This design comes from an exercise in tuning for small area on the open sky130 flow, not from production work.
Function was checked by simulation only, so behaviour that the tests miss may differ from the original.
The flow treats the clock pin as an ideal source, which a real chip does not have.
Power figures rest on the tool's default switching activity, not on a simulated workload.

File: flow/flow/run.sh
#!/bin/bash
# The standard ORFS layout (standard.sh) with these changes to how it is made:
#  - synthesis maps the logic with an area-oriented ABC script
#    (abc_area_map.script) in place of ORFS's delay-oriented one; everything
#    else in synthesis, including the flip-flops, their cells and names, is
#    the standard synthesis;
#  - each port is buffered by the smallest buffer (buf_1);
set -euo pipefail
rm -rf scripts_area
cp -r "$FLOW_HOME/scripts" scripts_area
cp flow/abc_area_map.script scripts_area/abc_speed.script
export SCRIPTS_DIR="$PWD/scripts_area"
export BUFFER_PORTS_ARGS="-buffer_cell sky130_fd_sc_hd__buf_1"
export POST_FLOORPLAN_TCL="$PWD/flow/post_floorplan.tcl"
export POST_CTS_TCL="$PWD/flow/post_cts.tcl"
export CTS_ARGS="-sink_clustering_enable -repair_clock_nets -dont_use_dummy_load -buf_list sky130_fd_sc_hd__clkbuf_4"
bash standard.sh finish > flow_make.log 2>&1
File: flow/flow/abc_area_map.script
strash
dch
amap
topo
File: flow/flow/post_cts.tcl
proc post_cts_max_clk_slew {} {
  set mx 0
  foreach p [get_pins -hierarchical */CLK] {
    set s [get_property $p slew_max]
    if {$s > $mx} { set mx $s }
  }
  return $mx
}
estimate_parasitics -placement
set resized 0
foreach inst [get_cells clkbuf_*] {
  set out [get_pins -of_objects $inst -filter "direction==output"]
  if {[get_property $out slew_max] <= 0.11} { continue }
  foreach m {buf_6 clkbuf_8 clkbuf_16} {
    replace_cell $inst sky130_fd_sc_hd__$m
    estimate_parasitics -placement
    if {[get_property $out slew_max] <= 0.11} { break }
  }
  incr resized
}
foreach inst [get_cells clkbuf_*] {
  if {[get_property $inst ref_name] ne "sky130_fd_sc_hd__clkbuf_4"} { continue }
  foreach m {clkbuf_1 clkbuf_2 clkbuf_4} {
    replace_cell $inst sky130_fd_sc_hd__$m
    estimate_parasitics -placement
    if {$m eq "clkbuf_4" || [post_cts_max_clk_slew] <= 0.11} { break }
  }
  if {$m ne "clkbuf_4"} { incr resized }
}
puts "post_cts: resized $resized clock buffers, max clock pin slew [post_cts_max_clk_slew]"
if {$resized > 0} {
  detailed_placement
  estimate_parasitics -placement
}
File: flow/flow/post_floorplan.tcl
# After floorplan: drive the constant-0 and constant-1 nets from one tie cell
# (sky130's conb_1 has both a HI and a LO output) instead of two.
set block [ord::get_db_block]
set hi_inst ""
set lo_inst ""
foreach inst [$block getInsts] {
  if {[[$inst getMaster] getName] ne "sky130_fd_sc_hd__conb_1"} { continue }
  set hi_net [[$inst findITerm HI] getNet]
  set lo_net [[$inst findITerm LO] getNet]
  if {$hi_net ne "NULL" && $lo_net eq "NULL" && $hi_inst eq ""} { set hi_inst $inst }
  if {$lo_net ne "NULL" && $hi_net eq "NULL" && $lo_inst eq ""} { set lo_inst $inst }
}
if {$hi_inst ne "" && $lo_inst ne ""} {
  set lo_net [[$lo_inst findITerm LO] getNet]
  [$lo_inst findITerm LO] disconnect
  [$hi_inst findITerm LO] connect $lo_net
  puts "post_floorplan: [$lo_inst getName] merged into [$hi_inst getName]"
  odb::dbInst_destroy $lo_inst
}
File: flow/standard.sh
#!/bin/bash
# synth_recipe.tcl (not shown) runs the flow's synth.tcl, then flattens the netlist and writes it again
# the make line also repeats each setting of config.mk as NAME=value (left out here)
make -C /OpenROAD-flow-scripts/flow DESIGN_CONFIG=/design/flow/config.mk WORK_HOME=/design/flow/orfs CLKGATE_MAP_FILE= SYNTH_SCRIPT=/design/flow/synth_recipe.tcl "${@:-finish}"
File: flow/config.mk
export PLATFORM = sky130hd
export DESIGN_NAME = sdram_controller
export DESIGN_NICKNAME = sdram_controller
export VERILOG_FILES = /design/flow/design.v
export SDC_FILE = /design/flow/constraint.sdc
export NUM_CORES = 4
export LEC_CHECK = 0
export CAP_MARGIN = 0
export CORE_MARGIN = 2
export CORE_UTILIZATION = 40
export PLACE_DENSITY = 0.9
export SLEW_MARGIN = 0
File: flow/constraint.sdc
create_clock -name core_clock -period 7.5 [get_ports {clk}]
set_input_delay 1.5000 -clock core_clock [delete_from_list [all_inputs] [get_ports {clk}]]
set_output_delay 1.5000 -clock core_clock [all_outputs]
set_load 0.01 [all_outputs]
File: flow/design.v
module sdram_controller (
    wr_addr,
    wr_data,
    wr_enable,
    rd_addr,
    rd_data,
    rd_ready,
    rd_enable,
    busy, rst_n, clk,
    addr, bank_addr, data_in, data_out, data_oe, clock_enable, cs_n, ras_n, cas_n, we_n,
    data_mask_low, data_mask_high
);
input  [23:0] wr_addr;
input  [15:0] wr_data;
input         wr_enable;
input  [23:0] rd_addr;
output [15:0] rd_data;
input         rd_enable;
output        rd_ready;
output        busy;
input         rst_n;
input         clk;
output [12:0] addr;
output [1:0]  bank_addr;
input  [15:0] data_in;
output [15:0] data_out;
output        data_oe;
output        clock_enable;
output        cs_n;
output        ras_n;
output        cas_n;
output        we_n;
output        data_mask_low;
output        data_mask_high;
localparam [9:0] S0  = 10'd363;    
localparam [9:0] SM11 = 10'd291;   
reg [12:0] row_n;      
wire [12:0] row_r = ~row_n;
reg [8:0]  col_n;      
reg [1:0]  bank_n;     
wire [8:0] col_r  = ~col_n;
wire [1:0] bank_r = ~bank_n;
reg [15:0] dq_n;       
wire [15:0] dq = ~dq_n;
reg [9:0]  rcnt_q;     
localparam [9:0] RMASK = 10'b1010101010;
wire [9:0] rcnt = rcnt_q ^ RMASK;
reg        ref_due;    
reg [1:0]  mode_n;     
wire [1:0] mode = ~mode_n;
wire       acc = mode[1];               
wire       rd  = mode[0];               
wire       seq = ~mode[1] & mode[0];    
reg [2:0]  phase;
wire ph_in  = phase[2] ? (~phase[1] & phase[0]) : (phase[1] | ~phase[0]);
wire post   = acc & phase[2] & ~phase[0] & (~phase[1] | ~rd);    
wire act    = acc & (phase == 3'b000);
wire cas    = acc & (phase == 3'b101);
wire dec    = (mode == 2'b00) | post;          
wire [9:0] rcnt_next = {rcnt[8:0], rcnt[9] ^ rcnt[2]};
wire at518  = ~rcnt[8] & ~rcnt[7] & ~rcnt[4] & ~rcnt[3] & ~rcnt[1] & ~rcnt[0];
wire s_pall = seq & ~rcnt[4] & ~rcnt[3] & ~rcnt[2];                  
wire s_ref  = seq & ((~rcnt[6] & ~rcnt[5] & ~rcnt[4]) |
                     (~rcnt[9] & rcnt[7] & rcnt[4] & ~rcnt[2]));    
wire s_mrs  = seq & ~rcnt[4] & ~rcnt[2] & ~rcnt[1];                  
wire s_end  = ~rcnt[6] & rcnt[5] & ~rcnt[3] & rcnt[2];               
wire ld_rd = rd_enable;
wire ld_wr = ~rd_enable & wr_enable;
wire hold  = ~rd_enable & ~wr_enable;
wire dq_cap  = rd & ~dec;
wire dq_wr   = ~dq_cap & wr_enable;
wire dq_hold = ~dq_cap & ~wr_enable;
always @(posedge clk) begin
  {bank_n, col_n} <= ~(({11{ld_rd}} & {rd_addr[23:22], rd_addr[8:0]}) |
                     ({11{ld_wr}} & {wr_addr[23:22], wr_addr[8:0]}) |
                     ({11{hold}}  & {bank_r, col_r}));
  row_n <= ~(rd_enable ? rd_addr[21:9] : wr_addr[21:9]);
  dq_n <= ~(({16{dq_cap}} & data_in) |
            ({16{dq_wr}}  & wr_data) |
            ({16{dq_hold}} & dq));
  phase <= dec ? 3'b000 : {phase[1:0], ph_in};
  if (~rst_n) begin
    mode_n  <= ~2'b01;
    ref_due <= 1'b0;
    rcnt_q  <= S0 ^ RMASK;
  end else if (dec & ref_due) begin
    mode_n  <= ~2'b01;
    ref_due <= 1'b0;
    rcnt_q  <= SM11 ^ RMASK;
  end else begin
    if (dec)
      mode_n <= ~{rd_enable | wr_enable, rd_enable};
    else if (seq & s_end)
      mode_n <= ~2'b00;
    if (at518)
      ref_due <= 1'b1;
    rcnt_q <= rcnt_next ^ RMASK;
  end
end
assign clock_enable = 1'b1;
assign cs_n  = 1'b0;
assign ras_n = ~(act | s_pall | s_ref | s_mrs);
assign cas_n = ~(cas | s_ref | s_mrs);
assign we_n  = ~((cas & ~rd) | s_pall | s_mrs);
assign data_oe  = cas & ~rd;
assign data_out = dq;
assign data_mask_low  = ~acc | post;
assign data_mask_high = ~acc | post;
assign busy     = acc & (phase != 3'd0);
assign rd_ready = post & rd;
assign rd_data  = dq;
assign bank_addr = bank_r & {2{acc}};
assign addr[12:11] = row_r[12:11] & {2{acc}};
assign addr[10]    = acc ? (row_r[10] | ~act) : rcnt[1];   
assign addr[9]     = row_r[9] | ~acc;
assign addr[8:0]   = acc ? (act ? row_r[8:0] : col_r) : 9'h030;
endmodule
==> impl_summary.txt, run 1 <==
----------------------------------------------------
[Status]
  Status ... no timing/DRC/antenna violations

[CTS]
  Clock sink count ... 56
  Clock input transition at the sequential cells of the worst setup and hold paths ... 90 ps
  Clock tree from TritonCTS ... built
  Clock insertion delay at the later pin of the skew report ... 550 ps

[Synth]
  Most common cell in the netlist ... dfxtp_1
  Avg Synthesized Cell Area ... 9.34 um^2
  Share of Yosys cell area claimed by the top area cell type ... 53.6%
  Register area share after synthesis ... 53.6%
  Number of distinct library cells after synthesis ... 22
  Synth cell count leaders ... 56 x dfxtp_1, 38 x nor2_1, 32 x clkinv_1, 21 x o22ai_1, 19 x buf_4
  Combined area of all synthesized cells ... 2090 um^2
  Top flip-flop cell by instance count after synthesis ... dfxtp_1
  Warning count from the yosys run ... 1
  Top cell type by total area after synthesis ... dfxtp_1
  Share of synthesized registers carrying an async set or reset ... 0%
  #FFs+latches synth ... 56
  Count of flip-flops with a built-in enable after synthesis ... 0
  Cells after Synth ... 224
  Net count after synthesis ... 309
  Largest cells by area after synthesis ... dfxtp_1 54%, a222oi_1 7.7%, buf_4 6.8%

[STA]
  Worst-case clock skew ... 73.1 ps
  Final hold viol count ... 0
  Max-slew violation count ... 0
  Worst slew slack as a fraction of its limit ... 32.3%
  Final period demand of the worst path ... 3650 ps
  Actual transition at the worst max-transition pin ... 1010 ps
  Ratio of final minimum period to clock period ... 48.7%
  Setup_tns ... 0 ps
  Achievable clock frequency ... 0.274 GHz
  Unrepaired setup endpoints after global routing ... false
  Finish-stage setup viols ... 0

[Setup path]
  Sort of element at the end of the critical path ... output port
  Worst setup SP type ... register
  Worst R2R Start ... mode_n[1]
  Slack of the worst reg-to-reg path ... 4680 ps
  Maximum fanout encountered on the critical timing path ... 8
  Crit. Startpoint ... mode_n[1]
  Data arrival at the endpoint of the critical path ... 2150 ps
  Crit path to ... ras_n
  Worst Reg2Reg Path Length in Cells ... 8
  Required time of the critical path ... 6000 ps
  Setup Crit Path Kind ... register to output port
  RR Endpoint ... dq_n[10]

[Placement]
  RePlAce Congestion ... 0.889
  Quantity of I/O buffers inserted on ports ... 138
  Cell area after placement ... 2570 um^2
  DP HPWL ... 4.31 mm

[Floorplan]
  Core Box Area ... 5070 um^2
  Total Die Area ... 5830 um^2
  Starting Density ... 41.2%
  Width of the die ... 76.3 um
  Top-level I/O count ... 141
  Height of the die ... 76.3 um
  Core Rows ... 26

[Job]
  Maximum capacitance violations ... 0

[Power and ir drop]
  Leakage ... 0.000919 uW
  Ratio of total power to cell area ... 336 nW/um^2
  IR Drop Worst-Case VDD ... 0.135 mV

[Global route]
  Number of global-route vias before repair ... 1966
  Maximum number of pins on one net before global-route repair ... 28
  Initial antenna violation count ... 0
  Wire length of the first global-routing pass ... 8.71 mm
  Global routing usage summed across all routing layers ... 18.6%
  Final global-route overflow total ... 0

[Finish]
  Layout overhead on the synthesized area ... 25.1%
  Proportion of layout cells with a drive suffix above 1 ... 1.72%
  # diodes ... 0
  Final standard cell area without fillers ... 2620 um^2
  Count of fill cells added during filler insertion ... 486
  Net count of the finished layout ... 437

[Min path]
  Worst hold path class ... register to register

[Route]
  Post-route ant nets ... 0
  Routed wire length ... 5.56 mm
  Via count ... 2122
  Mean routed wirelength per cell ... 13.3 um
  Via count normalized by instance count ... 5.06
  Violation count after the first detailed-route iteration ... 85
  Number of optimization iterations in the first detailed-route pass ... 4
  Residual DRC count ... 0

----------------------------------------------------
how the worst min path moves through the flow:
| stage | from | end | slack [ps] | cells after the start |
|---|---|---|---|---|
| after global routing | rcnt_q[8] | rcnt_q[9] | 420 | 1 |
| after floorplan | rcnt_q[8] | rcnt_q[9] | 360 | 1 |
| after global placement | rcnt_q[8] | rcnt_q[9] | 360 | 1 |
| after detailed placement | rcnt_q[8] | rcnt_q[9] | 380 | 1 |
| final | rcnt_q[8] | rcnt_q[9] | 400 | 1 |
registers in the layout, indices dropped and copies added (netlist names):
signal / flops
rcnt_q: 10
dq_n: 16
phase: 3
col_n: 9
ref_due: 1
row_n: 13
mode_n: 2
bank_n: 2
layer usage:
| layer | wire [um] | vias to the layer above | part of all wire, % | global-route usage, % |
|---|---|---|---|---|
| met2 | 2790 | 120 | 50 | 34.6 |
| met5 | 0 | - | 0 | 0 |
| met3 | 429 | 12 | 7.7 | 5.09 |
| met1 | 2260 | 929 | 41 | 20.5 |
| li1 | - | 1061 | - | - |
| met4 | 85 | 0 | 1.5 | 5.64 |
cells by family after synthesis:
family                     after synthesis  synth area share (%)
AOI/OAI and AO/OA                       59                  22.2
adders and majority gates                1                 0.598
buffers and inverters                   51                  12.6
DFF                                     56                  53.6
other                                    2                 0.359
and+or+nand+nor                         55                  10.7
worst max-delay path, stage by stage, from the launching register on:
cell	delay [ps]
dfxtp_1	480
clkinv_1	220
nand2_1	290
clkinv_1	200
nor3_1	280
buf_1	190
power by group:
part / internal [uW] / total (uW) / leakage, uW / switching, uW
Combinational: 123 / 349 / 0.000422 / 226
Sequential: 371 / 403 / 0.000471 / 31.7
Clock: 44.3 / 128 / 0.0000265 / 83.9
per-stage QoR:
step	total power [uW]	setup slack [ps]	std cells	utilization, %	hold WS [ps]
final	880	3850	419	51.6	398
after floorplan	682	4760	224	-	358
after global routing	943	3660	419	51.6	416
after global placement	755	4420	414	50.6	362
after detailed placement	761	4340	414	50.6	381
final cells by class:
cell class	instances	area (um^2)	area share [%]
sequential	56	1120	42.8
multi-input combinational	116	706	26.9
timing repair buffer	140	533	20.4
inverter	32	120	4.59
tap	70	87.6	3.34
clock buffer	5	51.3	1.96
placed cells by master, fill, tap and decap left out:
cell type,Yosys,final
a221oi_1,12,12
o221ai_1,1,1
nor4_1,2,2
nand3_1,2,2
buf_6,0,3
o22ai_1,21,21
o2111ai_1,1,1
o21ai_0,1,1
clkbuf_1,0,1
a22oi_1,3,3
a21oi_1,2,2
clkbuf_8,0,1
nor2_1,38,38
buf_4,19,2
clkinv_1,32,32
nand2_1,7,7
a31oi_1,1,1
buf_1,0,138
and2_0,1,1
and3_1,1,1
o211ai_1,1,1
dfxtp_1,56,56
nor3_1,4,4
ha_1,1,1
conb_1,2,1
a222oi_1,16,16
==> run 2: changes to the inputs <==
--- a/flow/flow/run.sh
+++ b/flow/flow/run.sh
@@ -11,6 +11,7 @@
 cp flow/abc_area_map.script scripts_area/abc_speed.script
 export SCRIPTS_DIR="$PWD/scripts_area"
 export BUFFER_PORTS_ARGS="-buffer_cell sky130_fd_sc_hd__buf_1"
+export GPL_KEEP_OVERFLOW=0
 export POST_FLOORPLAN_TCL="$PWD/flow/post_floorplan.tcl"
 export POST_CTS_TCL="$PWD/flow/post_cts.tcl"
 export CTS_ARGS="-sink_clustering_enable -repair_clock_nets -dont_use_dummy_load -buf_list sky130_fd_sc_hd__clkbuf_4"
--- a/flow/config.mk
+++ b/flow/config.mk
@@ -8,5 +8,5 @@
 export CAP_MARGIN = 0
 export CORE_MARGIN = 2
 export CORE_UTILIZATION = 40
-export PLACE_DENSITY = 0.9
+export PLACE_DENSITY = 0.6
 export SLEW_MARGIN = 0
==> run 2 against run 1 <==
Worst setup slack lost 73 ps. Via count shrank 1.1%. Sequential share of layout area grew 0.29 points. Maximum frequency shrank 2.0%. Non-clock buffer count shrank 2. First-iteration DRC count grew 12%. Utilization shrank 0.35 points. Global-route usage shrank 0.33 points. Wire length shrank 2.8%. Combinational power shrank 1%. Critical endpoint is now addr[5]. Power shrank 0.61%.
==> impl_summary.txt, run 2 <==
----------------------------------------------------
[Synth]
  Top cell type by total area after synthesis ... dfxtp_1 (unchanged)
  Adder-cell share of the synthesized area ... 0.598% (unchanged)
  Share of Yosys cell area claimed by the top area cell type ... 53.6% (unchanged)
  Share of synthesized registers carrying an async set or reset ... 0% (unchanged)
  Share of synthesized area spent on multiplexers ... 0% (unchanged)
  Main combinational cell family by area after synthesis ... compound AO/OA/AOI/OAI gates (unchanged)
  Most common cell in the netlist ... dfxtp_1 (unchanged)
  Number of distinct library cells after synthesis ... 22 (unchanged)
  Net count after synthesis ... 309 (unchanged)
  Register area share after synthesis ... 53.6% (unchanged)
  Largest cells by area after synthesis ... dfxtp_1 54%, a222oi_1 7.7%, buf_4 6.8% (unchanged)
  Share of the synthesized netlist area taken by xor and xnor gates ... 0% (unchanged)
  Avg Synthesized Cell Area ... 9.34 um^2 (unchanged)
  Cells after Synth ... 224 (unchanged)
  Synth cell count leaders ... 56 x dfxtp_1, 38 x nor2_1, 32 x clkinv_1, 21 x o22ai_1, 19 x buf_4 (unchanged)
  Post-synthesis share of cell area spent on and, or, nand and nor gates ... 10.7% (unchanged)
  Warning count from the yosys run ... 1 (unchanged)
  Top flip-flop cell by instance count after synthesis ... dfxtp_1 (unchanged)
  #FFs+latches synth ... 56 (unchanged)
  Combined area of all synthesized cells ... 2090 um^2 (unchanged)
  Compound-cell area share of the yosys netlist ... 22.2% (unchanged)
  Count of flip-flops with a built-in enable after synthesis ... 0 (unchanged)

[CTS]
  Clock input transition at the sequential cells of the worst setup and hold paths ... 100 ps (was 90 ps)
  Clock tree from TritonCTS ... built (unchanged)
  Clock sink count ... 56 (unchanged)
  Clock insertion delay at the later pin of the skew report ... 500 ps (was 550 ps)

[STA]
  Finish-stage setup viols ... 0 (unchanged)
  Crit path setup slack, layout ... 3770 ps (was 3850 ps)
  Ratio of final minimum period to clock period ... 49.7% (was 48.7%)
  Final period demand of the worst path ... 3730 ps (was 3650 ps)
  Min Hold Slack ... 392 ps (was 398 ps)
  Worst slew slack as a fraction of its limit ... 14.5% (was 32.3%)
  Unrepaired setup endpoints after global routing ... false (unchanged)
  Max-slew violation count ... 0 (unchanged)
  Final hold viol count ... 0 (unchanged)
  Setup_tns ... 0 ps (unchanged)
  Actual transition at the worst max-transition pin ... 1280 ps (was 1010 ps)
  Worst-case clock skew ... 16.1 ps (was 73.1 ps)
  Achievable clock frequency ... 0.268 GHz (was 0.274 GHz)

[Route]
  Number of optimization iterations in the first detailed-route pass ... 5 (was 4)
  Violation count after the first detailed-route iteration ... 95 (was 85)
  Residual DRC count ... 0 (unchanged)
  Post-route ant nets ... 0 (unchanged)
  Routed wire length ... 5.41 mm (was 5.56 mm)
  Mean routed wirelength per cell ... 13.0 um (was 13.3 um)
  Via count normalized by instance count ... 5.03 (was 5.06)
  Via count ... 2098 (was 2122)

[Power and ir drop]
  Leakage ... 0.000909 uW (was 0.000919 uW)
  IR Drop Worst-Case VDD ... 0.155 mV (was 0.135 mV)
  Ratio of total power to cell area ... 336 nW/um^2 (about the same)
  Overall Power ... 875 uW (was 880 uW)

[Setup path]
  Chain of cells forming the critical path ... clkinv_1 -> nand2_1 -> clkinv_1 -> a22oi_1 -> buf_1 (was clkinv_1 -> nand2_1 -> clkinv_1 -> nor3_1 -> buf_1)
  Required time of the critical path ... 6000 ps (about the same)
  Critical path buffer and inverter count ... 3 (unchanged)
  Maximum fanout encountered on the critical timing path ... 8 (unchanged)
  Kind of cell adding the most delay to the critical path ... buffers and inverters (unchanged)
  Worst Reg2Reg Path Length in Cells ... 8 (unchanged)
  RR Endpoint ... dq_n[14] (was dq_n[10])
  Slowest cell on the critical path ... dfxtp_1 (unchanged)
  Crit. Startpoint ... mode_n[1] (unchanged)
  Most frequent cell on the critical path ... clkinv_1 (unchanged)
  Critical Path Stages ... 5 (unchanged)
  Data arrival at the endpoint of the critical path ... 2230 ps (was 2150 ps)
  Sort of element at the end of the critical path ... output port (unchanged)
  Largest incremental delay on the critical path ... 480 ps (about the same)
  Slack of the worst reg-to-reg path ... 4170 ps (was 4680 ps)
  Worst setup SP type ... register (unchanged)
  Setup Crit Path Kind ... register to output port (unchanged)
  Crit path to ... addr[5] (was ras_n)
  Worst R2R Start ... mode_n[1] (unchanged)

[Global route]
  Global routing usage summed across all routing layers ... 18.3% (was 18.6%)
  Wire length of the first global-routing pass ... 8.56 mm (was 8.71 mm)
  Maximum number of pins on one net before global-route repair ... 28 (unchanged)
  Initial antenna violation count ... 0 (unchanged)
  Number of global-route vias before repair ... 1923 (was 1966)
  Final global-route overflow total ... 0 (unchanged)

[Finish]
  Largest registers ... dq_n: 16 flops, row_n: 13 flops, rcnt_q: 10 flops (unchanged)
  # diodes ... 0 (unchanged)
  Final standard cell area without fillers ... 2600 um^2 (was 2620 um^2)
  Max FFs per register ... 16 (unchanged)
  Proportion of layout cells with a drive suffix above 1 ... 1.15% (was 1.72%)
  Commonest non-fill, non-tap cell in the layout ... buf_1 (unchanged)
  Top library cells by usage in the layout, fill and taps aside ... 138 x buf_1, 56 x dfxtp_1, 38 x nor2_1, 32 x clkinv_1, 21 x o22ai_1 (unchanged)
  Layout overhead on the synthesized area ... 24.3% (was 25.1%)
  Register name with the most flops ... dq_n (unchanged)
  Net count of the finished layout ... 435 (was 437)

[Floorplan]
  Top-level I/O count ... 141 (unchanged)
  Height of the die ... 76.3 um (unchanged)
  Width of the die ... 76.3 um (unchanged)
  Core Rows ... 26 (unchanged)
  Starting Density ... 41.2% (unchanged)
  Core Box Area ... 5070 um^2 (unchanged)
  Total Die Area ... 5830 um^2 (unchanged)

[Min path]
  Worst Hold Depth ... 1 (unchanged)
  Worst hold path class ... register to register (unchanged)

[Placement]
  Pre-CTS WS ... 3530 ps (was 4340 ps)
  Cell area after placement ... 2550 um^2 (was 2570 um^2)
  DP HPWL ... 4.09 mm (was 4.31 mm)
  RePlAce Congestion ... 0.876 (was 0.889)
  Quantity of I/O buffers inserted on ports ... 138 (unchanged)

[Status]
  Status ... no timing/DRC/antenna violations (unchanged)

[Job]
  Maximum capacitance violations ... 0 (unchanged)

----------------------------------------------------
-- run 2: cell counts after synthesis --
No cell type changed its count.
-- run 2: logic make-up (layout without fill, tap and decap cells) --
logic type / Yosys count / after routing
DFF: 56 / 56
AOI/OAI and AO/OA: 59 / 59
other: 2 / 1
adders and majority gates: 1 / 1
and+or+nand+nor: 55 / 55
buffers and inverters: 51 / 175
-- run 2: metal layers --
layer	up-vias	wire length, um	global-route usage (%)
met3	6	499	5.69
li1	1050	-	-
met4	0	68	6.18
met5	-	0	0
met2	116	2490	31.7
met1	926	2350	21.4
-- run 2: cell type report --
type	instances	area [um^2]
Tap cell	70	87.6
Timing Repair Buffer	138	518
Inverter	32	120
Multi-Input combinational cell	116	706
Sequential cell	56	1120
Clock buffer	5	48.8
Fill cell	514	2470
-- run 2: report_power, final --
part	total [uW]	internal, uW	switching, uW
combinational	344	118	225
sequential	401	371	30.2
clock	129	42.8	86.7
-- run 2: worst min-delay path by stage --
| stage | start | slack [ps] | to |
|---|---|---|---|
| 3_3_place_gp | rcnt_q[8] | 370 | rcnt_q[9] |
| 5_1_grt | rcnt_q[8] | 420 | rcnt_q[9] |
| 6_report | rcnt_q[8] | 390 | rcnt_q[9] |
| 2_1_floorplan | rcnt_q[8] | 360 | rcnt_q[9] |
| 3_5_place_dp | rcnt_q[8] | 370 | rcnt_q[9] |
-- run 2: through the flow --
stage / std cells / utilization (%)
2_1_floorplan: 224 / -
3_5_place_dp: 412 / 50.3
3_3_place_gp: 412 / 50.3
6_report: 417 / 51.3
5_1_grt: 417 / 51.3
==> run 3: changes to the inputs <==
--- a/flow/flow/run.sh
+++ b/flow/flow/run.sh
@@ -11,7 +11,6 @@
 cp flow/abc_area_map.script scripts_area/abc_speed.script
 export SCRIPTS_DIR="$PWD/scripts_area"
 export BUFFER_PORTS_ARGS="-buffer_cell sky130_fd_sc_hd__buf_1"
-export GPL_KEEP_OVERFLOW=0
 export POST_FLOORPLAN_TCL="$PWD/flow/post_floorplan.tcl"
 export POST_CTS_TCL="$PWD/flow/post_cts.tcl"
 export CTS_ARGS="-sink_clustering_enable -repair_clock_nets -dont_use_dummy_load -buf_list sky130_fd_sc_hd__clkbuf_4"
==> run 3 against run 2 <==
Still clean. Sequential cell count is the same. First-iteration DRC count down 14%. Register-to-register slack gained 520 ps. Combinational power up 1%. Clock skew shrank 1.8 ps. Die area stayed put. Synthesized cell count is the same. Critical path type unchanged. Largest cell class unchanged. Highest routed layer unchanged.
==> impl_summary.txt, run 3 <==
----------------------------------------------------
[Status]
  Status ... no timing/DRC/antenna violations (unchanged)

[Synth]
  Number of distinct library cells after synthesis ... 22 (unchanged)
  Top cell type by total area after synthesis ... dfxtp_1 (unchanged)
  Warning count from the yosys run ... 1 (unchanged)
  Post-synthesis share of cell area spent on and, or, nand and nor gates ... 10.7% (unchanged)
  Synth cell count leaders ... 56 x dfxtp_1, 38 x nor2_1, 32 x clkinv_1, 21 x o22ai_1, 19 x buf_4 (unchanged)
  Net count after synthesis ... 309 (unchanged)
  Most common cell in the netlist ... dfxtp_1 (unchanged)
  Share of synthesized registers carrying an async set or reset ... 0% (unchanged)
  #FFs+latches synth ... 56 (unchanged)
  Register area share after synthesis ... 53.6% (unchanged)
  Share of the synthesized netlist area taken by xor and xnor gates ... 0% (unchanged)
  Cells after Synth ... 224 (unchanged)
  Compound-cell area share of the yosys netlist ... 22.2% (unchanged)
  Share of Yosys cell area claimed by the top area cell type ... 53.6% (unchanged)
  Main combinational cell family by area after synthesis ... compound AO/OA/AOI/OAI gates (unchanged)
  Top flip-flop cell by instance count after synthesis ... dfxtp_1 (unchanged)
  Adder-cell share of the synthesized area ... 0.598% (unchanged)
  Combined area of all synthesized cells ... 2090 um^2 (unchanged)
  Largest cells by area after synthesis ... dfxtp_1 54%, a222oi_1 7.7%, buf_4 6.8% (unchanged)
  Share of synthesized area spent on multiplexers ... 0% (unchanged)
  Count of flip-flops with a built-in enable after synthesis ... 0 (unchanged)
  Avg Synthesized Cell Area ... 9.34 um^2 (unchanged)

[Setup path]
  Setup Crit Path Kind ... register to output port (unchanged)
  Maximum fanout encountered on the critical timing path ... 8 (unchanged)
  Required time of the critical path ... 6000 ps (about the same)
  Worst setup SP type ... register (unchanged)
  Sort of element at the end of the critical path ... output port (unchanged)
  Data arrival at the endpoint of the critical path ... 2200 ps (was 2230 ps)

[STA]
  Worst-case clock skew ... 14.2 ps (was 16.1 ps)
  Finish-stage setup viols ... 0 (unchanged)
  Worst slew slack as a fraction of its limit ... 32.5% (was 14.5%)
  Final period demand of the worst path ... 3700 ps (was 3730 ps)
  Max-slew violation count ... 0 (unchanged)
  Actual transition at the worst max-transition pin ... 1010 ps (was 1280 ps)
  Setup_tns ... 0 ps (unchanged)
  Ratio of final minimum period to clock period ... 49.3% (was 49.7%)
  Unrepaired setup endpoints after global routing ... false (unchanged)
  Achievable clock frequency ... 0.271 GHz (was 0.268 GHz)
  Final hold viol count ... 0 (unchanged)

[Finish]
  Final standard cell utilization of the core ... 51.6% (was 51.3%)
  Largest registers ... dq_n: 16 flops, row_n: 13 flops, rcnt_q: 10 flops (unchanged)
  Register name with the most flops ... dq_n (unchanged)
  Layout overhead on the synthesized area ... 25.0% (was 24.3%)
  Net count of the finished layout ... 437 (was 435)
  Top library cells by usage in the layout, fill and taps aside ... 138 x buf_1, 56 x dfxtp_1, 38 x nor2_1, 32 x clkinv_1, 21 x o22ai_1 (unchanged)
  # diodes ... 0 (unchanged)
  Commonest non-fill, non-tap cell in the layout ... buf_1 (unchanged)
  Finished Layout Cells ... 419 (was 417)
  Proportion of layout cells with a drive suffix above 1 ... 1.72% (was 1.15%)
  Max FFs per register ... 16 (unchanged)
  Final standard cell area without fillers ... 2620 um^2 (was 2600 um^2)

[Placement]
  Placed instance count ... 414 (was 412)
  RePlAce Congestion ... 0.894 (was 0.876)
  Quantity of I/O buffers inserted on ports ... 138 (unchanged)
  DP HPWL ... 4.10 mm (was 4.09 mm)
  Cell area after placement ... 2570 um^2 (was 2550 um^2)

[Floorplan]
  Total Die Area ... 5830 um^2 (unchanged)
  Height of the die ... 76.3 um (unchanged)
  Core Rows ... 26 (unchanged)
  Top-level I/O count ... 141 (unchanged)
  Starting Density ... 41.2% (unchanged)
  Core Box Area ... 5070 um^2 (unchanged)
  Width of the die ... 76.3 um (unchanged)

[Global route]
  Final global-route overflow total ... 0 (unchanged)
  Number of global-route vias before repair ... 1888 (was 1923)
  Maximum number of pins on one net before global-route repair ... 28 (unchanged)
  Wire length of the first global-routing pass ... 8.55 mm (was 8.56 mm)
  Initial antenna violation count ... 0 (unchanged)
  Global routing usage summed across all routing layers ... 18.2% (was 18.3%)

[Route]
  Number of optimization iterations in the first detailed-route pass ... 4 (was 5)
  Via count normalized by instance count ... 4.95 (was 5.03)
  Residual DRC count ... 0 (unchanged)
  Post-route ant nets ... 0 (unchanged)
  Violation count after the first detailed-route iteration ... 82 (was 95)
  Via count ... 2072 (was 2098)
  Mean routed wirelength per cell ... 12.8 um (was 13.0 um)
  Routed wire length ... 5.37 mm (was 5.41 mm)

[Min path]
  Worst hold path class ... register to register (unchanged)

[Job]
  Maximum capacitance violations ... 0 (unchanged)

[Power and ir drop]
  IR Drop Worst-Case VDD ... 0.112 mV (was 0.155 mV)
  Overall Power ... 880 uW (was 875 uW)
  Ratio of total power to cell area ... 336 nW/um^2 (about the same)
  Leakage ... 0.000918 uW (was 0.000909 uW)

[CTS]
  Clock sink count ... 56 (unchanged)
  Clock input transition at the sequential cells of the worst setup and hold paths ... 90 ps (was 100 ps)
  Clock tree from TritonCTS ... built (unchanged)
  Clock insertion delay at the later pin of the skew report ... 530 ps (was 500 ps)

----------------------------------------------------
-- run 3: worst max-delay path, cell delays in order (launching register included) --
cell and delay [ps]:
dfxtp_1 490, clkinv_1 240, nand2_1 310, clkinv_1 210, nor3_1 240, buf_1 180
-- run 3: kinds of logic (layout without fill, tap and decap cells) --
family,count (synthesis),in the layout
adders and majority gates,1,1
DFF,56,56
AOI/OAI and AO/OA,59,59
other,2,1
and+or+nand+nor,55,55
buffers and inverters,51,177
-- run 3: layout make-up --
class | instances | area (um^2)
Fill cell | 506 | 2460
Tap cell | 70 | 87.6
Clock buffer | 5 | 48.8
Sequential cell | 56 | 1120
Inverter | 32 | 120
Multi-Input combinational cell | 116 | 706
Timing Repair Buffer | 140 | 533
-- run 3: power breakdown --
part | leakage [uW] | internal [uW] | switching, uW | total [uW]
clock network | 0.0000254 | 42.8 | 86.7 | 129
logic | 0.000422 | 123 | 225 | 349
registers | 0.000471 | 371 | 30.7 | 402
total | 0.000918 | 537 | 343 | 880
-- run 3: metal layers --
| layer | global-route usage, % | share of wire [%] | routed length [um] |
|---|---|---|---|
| met1 | 21.1 | 42 | 2280 |
| met2 | 31.9 | 47 | 2540 |
| met3 | 5.57 | 8.8 | 474 |
| met4 | 6.00 | 1.5 | 81 |
| met5 | 0 | 0 | 0 |
-- run 3: worst paths after layout --
check	from	endpoint	slack (ps)	depth (start not counted)
max	mode_n[1]	ras_n	3800	5
min	rcnt_q[8]	rcnt_q[9]	400	1
max reg2reg	mode_n[1]	dq_n[6]	4690	8
min reg2reg	rcnt_q[8]	rcnt_q[9]	400	1
-- run 3: stage by stage --
step	hold slack, ps	worst slack, ps
after floorplan	358	4760
after global placement	370	4380
after detailed placement	378	4340
after global routing	445	3590
final	398	3800
==> run 4: changes to the inputs <==
--- a/flow/flow/run.sh
+++ b/flow/flow/run.sh
@@ -5,12 +5,14 @@
 #    else in synthesis, including the flip-flops, their cells and names, is
 #    the standard synthesis;
 #  - each port is buffered by the smallest buffer (buf_1);
+#  - post_floorplan.tcl drives the constant outputs from one tie cell;
 set -euo pipefail
 rm -rf scripts_area
 cp -r "$FLOW_HOME/scripts" scripts_area
 cp flow/abc_area_map.script scripts_area/abc_speed.script
 export SCRIPTS_DIR="$PWD/scripts_area"
 export BUFFER_PORTS_ARGS="-buffer_cell sky130_fd_sc_hd__buf_1"
+export GPL_KEEP_OVERFLOW=0
 export POST_FLOORPLAN_TCL="$PWD/flow/post_floorplan.tcl"
 export POST_CTS_TCL="$PWD/flow/post_cts.tcl"
 export CTS_ARGS="-sink_clustering_enable -repair_clock_nets -dont_use_dummy_load -buf_list sky130_fd_sc_hd__clkbuf_4"
==> run 4 against run 3 <==
Still clean. Die area did not move. Synthesized cell count did not move. Clock-buffer cell count did not move. Wire length rose by 0.69%. Sequential power barely moved. Sequential cell count did not move. Clock skew rose by 1.8 ps. Largest power group unchanged. Sequential share of layout area rose by 0.25 points.
==> impl_summary.txt, run 4 <==
----------------------------------------------------
[STA]
  Final period demand of the worst path ... 3730 ps (was 3700 ps)
  Achievable clock frequency ... 0.268 GHz (was 0.271 GHz)
  Setup_tns ... 0 ps (unchanged)
  Unrepaired setup endpoints after global routing ... false (unchanged)
  Max-slew violation count ... 0 (unchanged)
  Ratio of final minimum period to clock period ... 49.7% (was 49.3%)
  Finish-stage setup viols ... 0 (unchanged)
  Worst slew slack as a fraction of its limit ... 14.5% (was 32.5%)
  Final hold viol count ... 0 (unchanged)
  Actual transition at the worst max-transition pin ... 1280 ps (was 1010 ps)
  Worst-case clock skew ... 16.1 ps (was 14.2 ps)
  Crit path setup slack, layout ... 3770 ps (was 3800 ps)

[Global route]
  Wire length of the first global-routing pass ... 8.56 mm (was 8.55 mm)
  Final global-route overflow total ... 0 (unchanged)
  Initial antenna violation count ... 0 (unchanged)
  Number of global-route vias before repair ... 1923 (was 1888)
  Global routing usage summed across all routing layers ... 18.3% (was 18.2%)
  Maximum number of pins on one net before global-route repair ... 28 (unchanged)

[Route]
  Mean routed wirelength per cell ... 13.0 um (was 12.8 um)
  Via count normalized by instance count ... 5.03 (was 4.95)
  Residual DRC count ... 0 (unchanged)
  Number of optimization iterations in the first detailed-route pass ... 5 (was 4)
  Via count ... 2098 (was 2072)
  Routed wire length ... 5.41 mm (was 5.37 mm)
  Violation count after the first detailed-route iteration ... 95 (was 82)
  Post-route ant nets ... 0 (unchanged)

[Synth]
  Avg Synthesized Cell Area ... 9.34 um^2 (unchanged)
  Number of distinct library cells after synthesis ... 22 (unchanged)
  Largest cells by area after synthesis ... dfxtp_1 54%, a222oi_1 7.7%, buf_4 6.8% (unchanged)
  Count of flip-flops with a built-in enable after synthesis ... 0 (unchanged)
  Synth cell count leaders ... 56 x dfxtp_1, 38 x nor2_1, 32 x clkinv_1, 21 x o22ai_1, 19 x buf_4 (unchanged)
  Top cell type by total area after synthesis ... dfxtp_1 (unchanged)
  Most common cell in the netlist ... dfxtp_1 (unchanged)
  Register area share after synthesis ... 53.6% (unchanged)
  Combined area of all synthesized cells ... 2090 um^2 (unchanged)
  Share of Yosys cell area claimed by the top area cell type ... 53.6% (unchanged)
  Top flip-flop cell by instance count after synthesis ... dfxtp_1 (unchanged)
  Cells after Synth ... 224 (unchanged)
  Warning count from the yosys run ... 1 (unchanged)
  Share of synthesized registers carrying an async set or reset ... 0% (unchanged)
  Net count after synthesis ... 309 (unchanged)
  #FFs+latches synth ... 56 (unchanged)

[Power and ir drop]
  Internal power ... 533 uW (was 537 uW)
  Sequential Power Share ... 45.9% (was 45.7%)
  Leakage ... 0.000909 uW (was 0.000918 uW)
  Portion of total power attributed to the clock network ... 14.8% (was 14.7%)
  Net Sw Power ... 342 uW (was 343 uW)
  IR Drop Worst-Case VDD ... 0.155 mV (was 0.112 mV)
  Comb pwr share ... 39.3% (was 39.6%)
  Switching Share ... 39.1% (was 38.9%)
  Ratio of total power to cell area ... 336 nW/um^2 (about the same)

[Finish]
  Top library cells by usage in the layout, fill and taps aside ... 138 x buf_1, 56 x dfxtp_1, 38 x nor2_1, 32 x clkinv_1, 21 x o22ai_1 (unchanged)
  Count of fill cells added during filler insertion ... 514 (was 506)
  Commonest non-fill, non-tap cell in the layout ... buf_1 (unchanged)
  Register name with the most flops ... dq_n (unchanged)
  Proportion of layout cells with a drive suffix above 1 ... 1.15% (was 1.72%)
  Net count of the finished layout ... 435 (was 437)
  Largest registers ... dq_n: 16 flops, row_n: 13 flops, rcnt_q: 10 flops (unchanged)
  Max FFs per register ... 16 (unchanged)
  Layout overhead on the synthesized area ... 24.3% (was 25.0%)
  # diodes ... 0 (unchanged)
  Finished Layout Cells ... 417 (was 419)

[Setup path]
  Most frequent cell on the critical path ... clkinv_1 (unchanged)
  Kind of cell adding the most delay to the critical path ... buffers and inverters (unchanged)
  Slack of the worst reg-to-reg path ... 4170 ps (was 4690 ps)
  Required time of the critical path ... 6000 ps (about the same)
  Maximum fanout encountered on the critical timing path ... 8 (unchanged)
  Data arrival at the endpoint of the critical path ... 2230 ps (was 2200 ps)
  Sort of element at the end of the critical path ... output port (unchanged)
  Slowest cell on the critical path ... dfxtp_1 (unchanged)
  Setup Crit Path Kind ... register to output port (unchanged)
  Largest incremental delay on the critical path ... 480 ps (was 490 ps)
  Worst setup SP type ... register (unchanged)
  Chain of cells forming the critical path ... clkinv_1 -> nand2_1 -> clkinv_1 -> a22oi_1 -> buf_1 (was clkinv_1 -> nand2_1 -> clkinv_1 -> nor3_1 -> buf_1)
  Critical path buffer and inverter count ... 3 (unchanged)

[Floorplan]
  Height of the die ... 76.3 um (unchanged)
  Top-level I/O count ... 141 (unchanged)
  Core Rows ... 26 (unchanged)
  Total Die Area ... 5830 um^2 (unchanged)
  Starting Density ... 41.2% (unchanged)
  Core Box Area ... 5070 um^2 (unchanged)
  Width of the die ... 76.3 um (unchanged)

[CTS]
  Clock insertion delay at the later pin of the skew report ... 500 ps (was 530 ps)
  Clock tree from TritonCTS ... built (unchanged)
  Clock sink count ... 56 (unchanged)
  Clock input transition at the sequential cells of the worst setup and hold paths ... 100 ps (was 90 ps)

[Min path]
  Worst hold path class ... register to register (unchanged)

[Placement]
  DP HPWL ... 4.09 mm (was 4.10 mm)
  Placed instance count ... 412 (was 414)
  RePlAce Congestion ... 0.876 (was 0.894)
  Pre-CTS WS ... 3530 ps (was 4340 ps)
  Quantity of I/O buffers inserted on ports ... 138 (unchanged)

[Job]
  Maximum capacitance violations ... 0 (unchanged)

[Status]
  Status ... no timing/DRC/antenna violations (unchanged)

----------------------------------------------------
## run 4: changes by cell type in the layout (fill, tap and decap cells not counted), sizes merged
| cell | change |
|---|---|
| buf | -2 |
## run 4: final timing paths
kind / endpoint / cells after the start / start
hold / removal: rcnt_q[9] / 1 / rcnt_q[8]
hold reg to reg: rcnt_q[9] / 1 / rcnt_q[8]
setup reg to reg: dq_n[14] / 8 / mode_n[1]
setup / recovery: addr[5] / 5 / mode_n[1]
## run 4: worst register-to-register path: stages (launching register included)
cell and delay (ps):
dfxtp_1 480, clkinv_1 240, o2111ai_1 150, nand2_1 150, clkinv_1 90, nor2_1 100
nor2_1 980, nor2_1 550, a222oi_1 470
## run 4: cell type report
cell class	count	area (um^2)	area share, %
clock buffers	5	48.8	1.88
inverters	32	120	4.62
multi-input cells	116	706	27.1
flip-flops and latches	56	1120	43.1
well taps	70	87.6	3.37
repair buffers	138	518	19.9
## run 4: power by group through the flow
stage | clock, uW | combinational, uW | sequential [uW]
after floorplan | 0 | 280 | 402
after global placement | 0 | 347 | 408
after global routing | 145 | 383 | 409
final | 129 | 344 | 401
after detailed placement | 0 | 350 | 408
## run 4: routing by layer
layer  global-route usage [%]  wire [um]  vias to the layer above
li1                         -          -                     1050
met1                     21.4       2350                      926
met2                     31.7       2490                      116
met3                     5.69        499                        6
met4                     6.18         68                        0
met5                        0          0                        -
## run 4: cell families after synthesis
kind of cell,synth area share [%]
AO/OA/AOI/OAI,22.2
other,0.359
adder cells (fa/ha/maj),0.598
AND/OR/NAND/NOR,10.7
flip-flops,53.6
buffers and inverters,12.6
## run 4: stage by stage
stage                     utilization (%)  hold WS [ps]  area, um^2  power [uW]
after floorplan                         -           358        2090         682
after global placement               50.3           368        2550         755
after detailed placement             50.3           372        2550         757
after global routing                 51.3           424        2600         936
final                                51.3           392        2600         875
==> run 5: changes to the inputs <==
==> flow/run.sh (new file) <==
#!/bin/bash
# synth_recipe.tcl (not shown) runs the flow's synth.tcl, then flattens the netlist and writes it again
# the make line also repeats each setting of config.mk as NAME=value (left out here)
make -C /OpenROAD-flow-scripts/flow DESIGN_CONFIG=/design/flow/config.mk WORK_HOME=/design/flow/orfs CLKGATE_MAP_FILE= SYNTH_SCRIPT=/design/flow/synth_recipe.tcl finish
removed: flow/flow/run.sh
removed: flow/flow/abc_area_map.script
removed: flow/flow/post_cts.tcl
removed: flow/flow/post_floorplan.tcl
removed: flow/standard.sh
==> run 5 against run 4 <==
Highest routed layer unchanged. Largest power group is now combinational cells. Non-clock buffer count is 2 higher. Still clean. Utilization up 12 points. Clock-buffer cell count stayed put. Cell area increased by 52%. Via count is 2.1% higher. Final cell count up 8.9%. Global-route usage grew 0.072 points.
==> impl_summary.txt, run 5 <==
----------------------------------------------------
[Status]
  Status ... no timing/DRC/antenna violations (unchanged)

[Synth]
  Combined area of all synthesized cells ... 2540 um^2 (was 2090 um^2)
  Share of synthesized registers carrying an async set or reset ... 0% (unchanged)
  Cells after Synth ... 259 (was 224)
  Net count after synthesis ... 344 (was 309)
  Register area share after synthesis ... 44.1% (was 53.6%)
  Synth cell count leaders ... 56 x dfxtp_1, 39 x mux2i_1, 19 x buf_4, 18 x inv_1, 16 x nand2_1 (was 56 x dfxtp_1, 38 x nor2_1, 32 x clkinv_1, 21 x o22ai_1, 19 x buf_4)
  Warning count from the yosys run ... 1 (unchanged)
  Number of distinct library cells after synthesis ... 38 (was 22)
  Top cell type by total area after synthesis ... dfxtp_1 (unchanged)
  Count of flip-flops with a built-in enable after synthesis ... 0 (unchanged)
  Largest cells by area after synthesis ... dfxtp_1 44%, mux2i_1 15%, mux2_2 6.6% (was dfxtp_1 54%, a222oi_1 7.7%, buf_4 6.8%)
  #FFs+latches synth ... 56 (unchanged)
  Avg Synthesized Cell Area ... 9.82 um^2 (was 9.34 um^2)
  Top flip-flop cell by instance count after synthesis ... dfxtp_1 (unchanged)
  Share of Yosys cell area claimed by the top area cell type ... 44.1% (was 53.6%)
  Most common cell in the netlist ... dfxtp_1 (unchanged)

[Power and ir drop]
  Portion of total power attributed to the clock network ... 15.5% (was 14.8%)
  IR Drop Worst-Case VDD ... 0.203 mV (was 0.155 mV)
  Net Sw Power ... 433 uW (was 342 uW)
  Comb pwr share ... 49.3% (was 39.3%)
  Switching Share ... 33.9% (was 39.1%)
  Leakage ... 0.00174 uW (was 0.000909 uW)
  Sequential Power Share ... 35.3% (was 45.9%)
  Internal power ... 843 uW (was 533 uW)
  Ratio of total power to cell area ... 323 nW/um^2 (was 336 nW/um^2)
  Overall Power ... 1280 uW (was 875 uW)

[STA]
  Ratio of final minimum period to clock period ... 49.4% (was 49.7%)
  Final period demand of the worst path ... 3700 ps (was 3730 ps)
  Worst-case clock skew ... 6.31 ps (was 16.1 ps)
  Actual transition at the worst max-transition pin ... 752 ps (was 1280 ps)
  Setup_tns ... 0 ps (unchanged)
  Finish-stage setup viols ... 0 (unchanged)
  Unrepaired setup endpoints after global routing ... false (unchanged)
  Final hold viol count ... 0 (unchanged)
  Worst slew slack as a fraction of its limit ... 49.4% (was 14.5%)
  Max-slew violation count ... 0 (unchanged)
  Achievable clock frequency ... 0.270 GHz (was 0.268 GHz)

[Finish]
  Commonest non-fill, non-tap cell in the layout ... clkdlybuf4s50_1 (was buf_1)
  Register name with the most flops ... dq_n (unchanged)
  # diodes ... 0 (unchanged)
  Multi-input gate area in the final layout ... 1150 um^2 (was 706 um^2)
  Count of fill cells added during filler insertion ... 554 (was 514)
  Proportion of layout cells with a drive suffix above 1 ... 8.49% (was 1.15%)
  Layout overhead on the synthesized area ... 55.2% (was 24.3%)
  Top library cells by usage in the layout, fill and taps aside ... 138 x clkdlybuf4s50_1, 56 x dfxtp_1, 39 x mux2i_1, 18 x inv_1, 16 x nand2_1 (was 138 x buf_1, 56 x dfxtp_1, 38 x nor2_1, 32 x clkinv_1, 21 x o22ai_1)
  Net count of the finished layout ... 461 (was 435)
  Max FFs per register ... 16 (unchanged)
  Finished Layout Cells ... 454 (was 417)
  Largest registers ... dq_n: 16 flops, row_n: 13 flops, rcnt_q: 10 flops (unchanged)
  Sequential standard cell area ... 1120 um^2 (unchanged)

[CTS]
  Maximum number of buffers from clock root to sink ... 2
  Clock insertion delay at the later pin of the skew report ... 310 ps (was 500 ps)
  Clock sink count ... 56 (unchanged)
  Clock input transition at the sequential cells of the worst setup and hold paths ... 100 ps (about the same)
  Clock tree from TritonCTS ... built (unchanged)
  Number of clock buffers inserted by TritonCTS ... 5
  Number of setup buffers added after CTS ... 0
  CTS H-Tree Depth ... 2
  Number of gates resized after cts ... 0
  Root buffer cell ... clkbuf_8
  Total of hold buffers inserted after clock tree synthesis ... 0

[Global route]
  Maximum number of pins on one net before global-route repair ... 41 (was 28)
  Number of global-route vias before repair ... 2165 (was 1923)
  Initial antenna violation count ... 0 (unchanged)
  Wire length of the first global-routing pass ... 10.4 mm (was 8.56 mm)
  Final global-route overflow total ... 0 (unchanged)
  Global routing usage summed across all routing layers ... 18.3% (about the same)

[Route]
  Routed wire length ... 6.19 mm (was 5.41 mm)
  Number of optimization iterations in the first detailed-route pass ... 4 (was 5)
  Post-route ant nets ... 0 (unchanged)
  Via count normalized by instance count ... 4.72 (was 5.03)
  Residual DRC count ... 0 (unchanged)
  Mean routed wirelength per cell ... 13.6 um (was 13.0 um)
  Via count ... 2142 (was 2098)
  Violation count after the first detailed-route iteration ... 72 (was 95)

[Setup path]
  Kind of cell adding the most delay to the critical path ... simple AND/OR/NAND/NOR gates (was buffers and inverters)
  Data arrival at the endpoint of the critical path ... 2200 ps (was 2230 ps)
  Worst setup SP type ... register (unchanged)
  Critical path buffer and inverter count ... 1 (was 3)
  Required time of the critical path ... 6000 ps (about the same)
  Sort of element at the end of the critical path ... output port (unchanged)
  Setup Crit Path Kind ... register to output port (unchanged)
  Maximum fanout encountered on the critical timing path ... 15 (was 8)
  Chain of cells forming the critical path ... nor4_1 -> a22oi_1 -> clkdlybuf4s50_1 (was clkinv_1 -> nand2_1 -> clkinv_1 -> a22oi_1 -> buf_1)
  Slowest cell on the critical path ... nor4_1 (was dfxtp_1)
  Largest incremental delay on the critical path ... 740 ps (was 480 ps)

[Job]
  Maximum capacitance violations ... 0 (unchanged)

[Min path]
  Worst hold path class ... register to register (unchanged)

[Floorplan]
  Height of the die ... 83.7 um (was 76.3 um)
  Width of the die ... 83.7 um (was 76.3 um)
  Starting Density ... 40.7% (was 41.2%)
  Core Rows ... 29 (was 26)
  Top-level I/O count ... 141 (unchanged)
  Core Box Area ... 6240 um^2 (was 5070 um^2)
  Total Die Area ... 7010 um^2 (was 5830 um^2)

[Placement]
  Placed instance count ... 446 (was 412)
  Quantity of I/O buffers inserted on ports ... 138 (unchanged)
  DP HPWL ... 4.59 mm (was 4.09 mm)
  RePlAce Congestion ... 0.790 (was 0.876)

----------------------------------------------------
run 5: metal layers:
layer	track usage [%]	routed length, um	vias up
met5	0	0	-
met1	23.7	2830	949
met2	29.8	2840	98
li1	-	-	1088
met3	5.54	433	7
met4	5.13	81	0
run 5: final timing paths:
path / from / cells after the start / slack (ps) / endpoint
worst min-delay path: rcnt_q[8] / 1 / 390 / rcnt_q[9]
worst min register to register: rcnt_q[8] / 1 / 390 / rcnt_q[9]
worst max register to register: mode_n[1] / 3 / 5760 / dq_n[4]
worst max-delay path: mode_n[1] / 3 / 3800 / addr[4]
run 5: worst reg2reg max path, stage by stage (launching register included):
cell     delay, ps
dfxtp_1        660
nor3_4         120
a21oi_4        620
mux2i_1        280
run 5: stage by stage:
step / setup WS (ps) / cell area, um^2 / util (%) / hold WS [ps]
2_1_floorplan: 4810 / 2540 / - / 358
3_3_place_gp: 4140 / 3830 / 61.4 / 361
3_5_place_dp: 4130 / 3830 / 61.4 / 371
4_1_cts: 3750 / 3950 / 63.2 / 397
5_1_grt: 3600 / 3950 / 63.2 / 414
6_report: 3800 / 3950 / 63.2 / 392
run 5: final cells by class:
| type | instances | area share [%] |
|---|---|---|
| tap | 77 | 2.44 |
| inverter | 18 | 1.71 |
| multi-input combinational | 155 | 29.2 |
| clock buffer | 5 | 1.74 |
| timing repair buffer | 140 | 35.4 |
| sequential | 56 | 28.4 |
| clock inverter | 3 | 1.08 |
run 5: logic make-up after synthesis:
| group | count (synthesis) | share of synthesized area, % |
|---|---|---|
| flops | 56 | 44.1 |
| xor+xnor | 1 | 0.345 |
| buf+inv | 48 | 10.5 |
| compound gates | 37 | 9.99 |
| fa+ha+maj | 1 | 0.492 |
| simple gates | 60 | 12.3 |
| other cells | 2 | 0.295 |
| mux | 54 | 22.0 |
run 5: power by group through the flow:
stage                     logic, uW  clock network (uW)  registers (uW)
after CTS                       638                 207             450
after global routing            683                 219             462
after global placement          628                   0             454
after floorplan                 380                   0             433
after detailed placement        634                   0             456
final                           629                 197             450

## what the ideal ports hide
The results above use ideal ports. As a check the final layouts listed here were re-extracted and re-timed, cells and wires unchanged.
Step 1 sets driving cells, clkbuf_16 on the clock port and buf_2 on the other inputs (assumed; they add their load-dependent delay and slew).
Step 2, shift: input delay + t, output delay - t, t = (earliest + latest rising clock arrival at the registers) / 2. This alone moves slack from input paths to output paths.
Three values: ideal, step 1, step 2; two values: the first two.
run | t (ns) | setup WS [ns] | worst setup path after step 2
run 1 | 0.541 | 3.847 / 3.821 / 4.335 | input to register
run 2 | 0.521 | 3.774 / 3.748 / 3.509 | input to register
run 3 | 0.548 | 3.805 / 3.780 / 4.328 | register to output
run 4 | 0.521 | 3.774 / 3.748 / 3.509 | input to register
run 5 | 0.333 | 3.798 / 3.770 / 4.103 | register to output
After both steps every run listed still meets setup and hold.
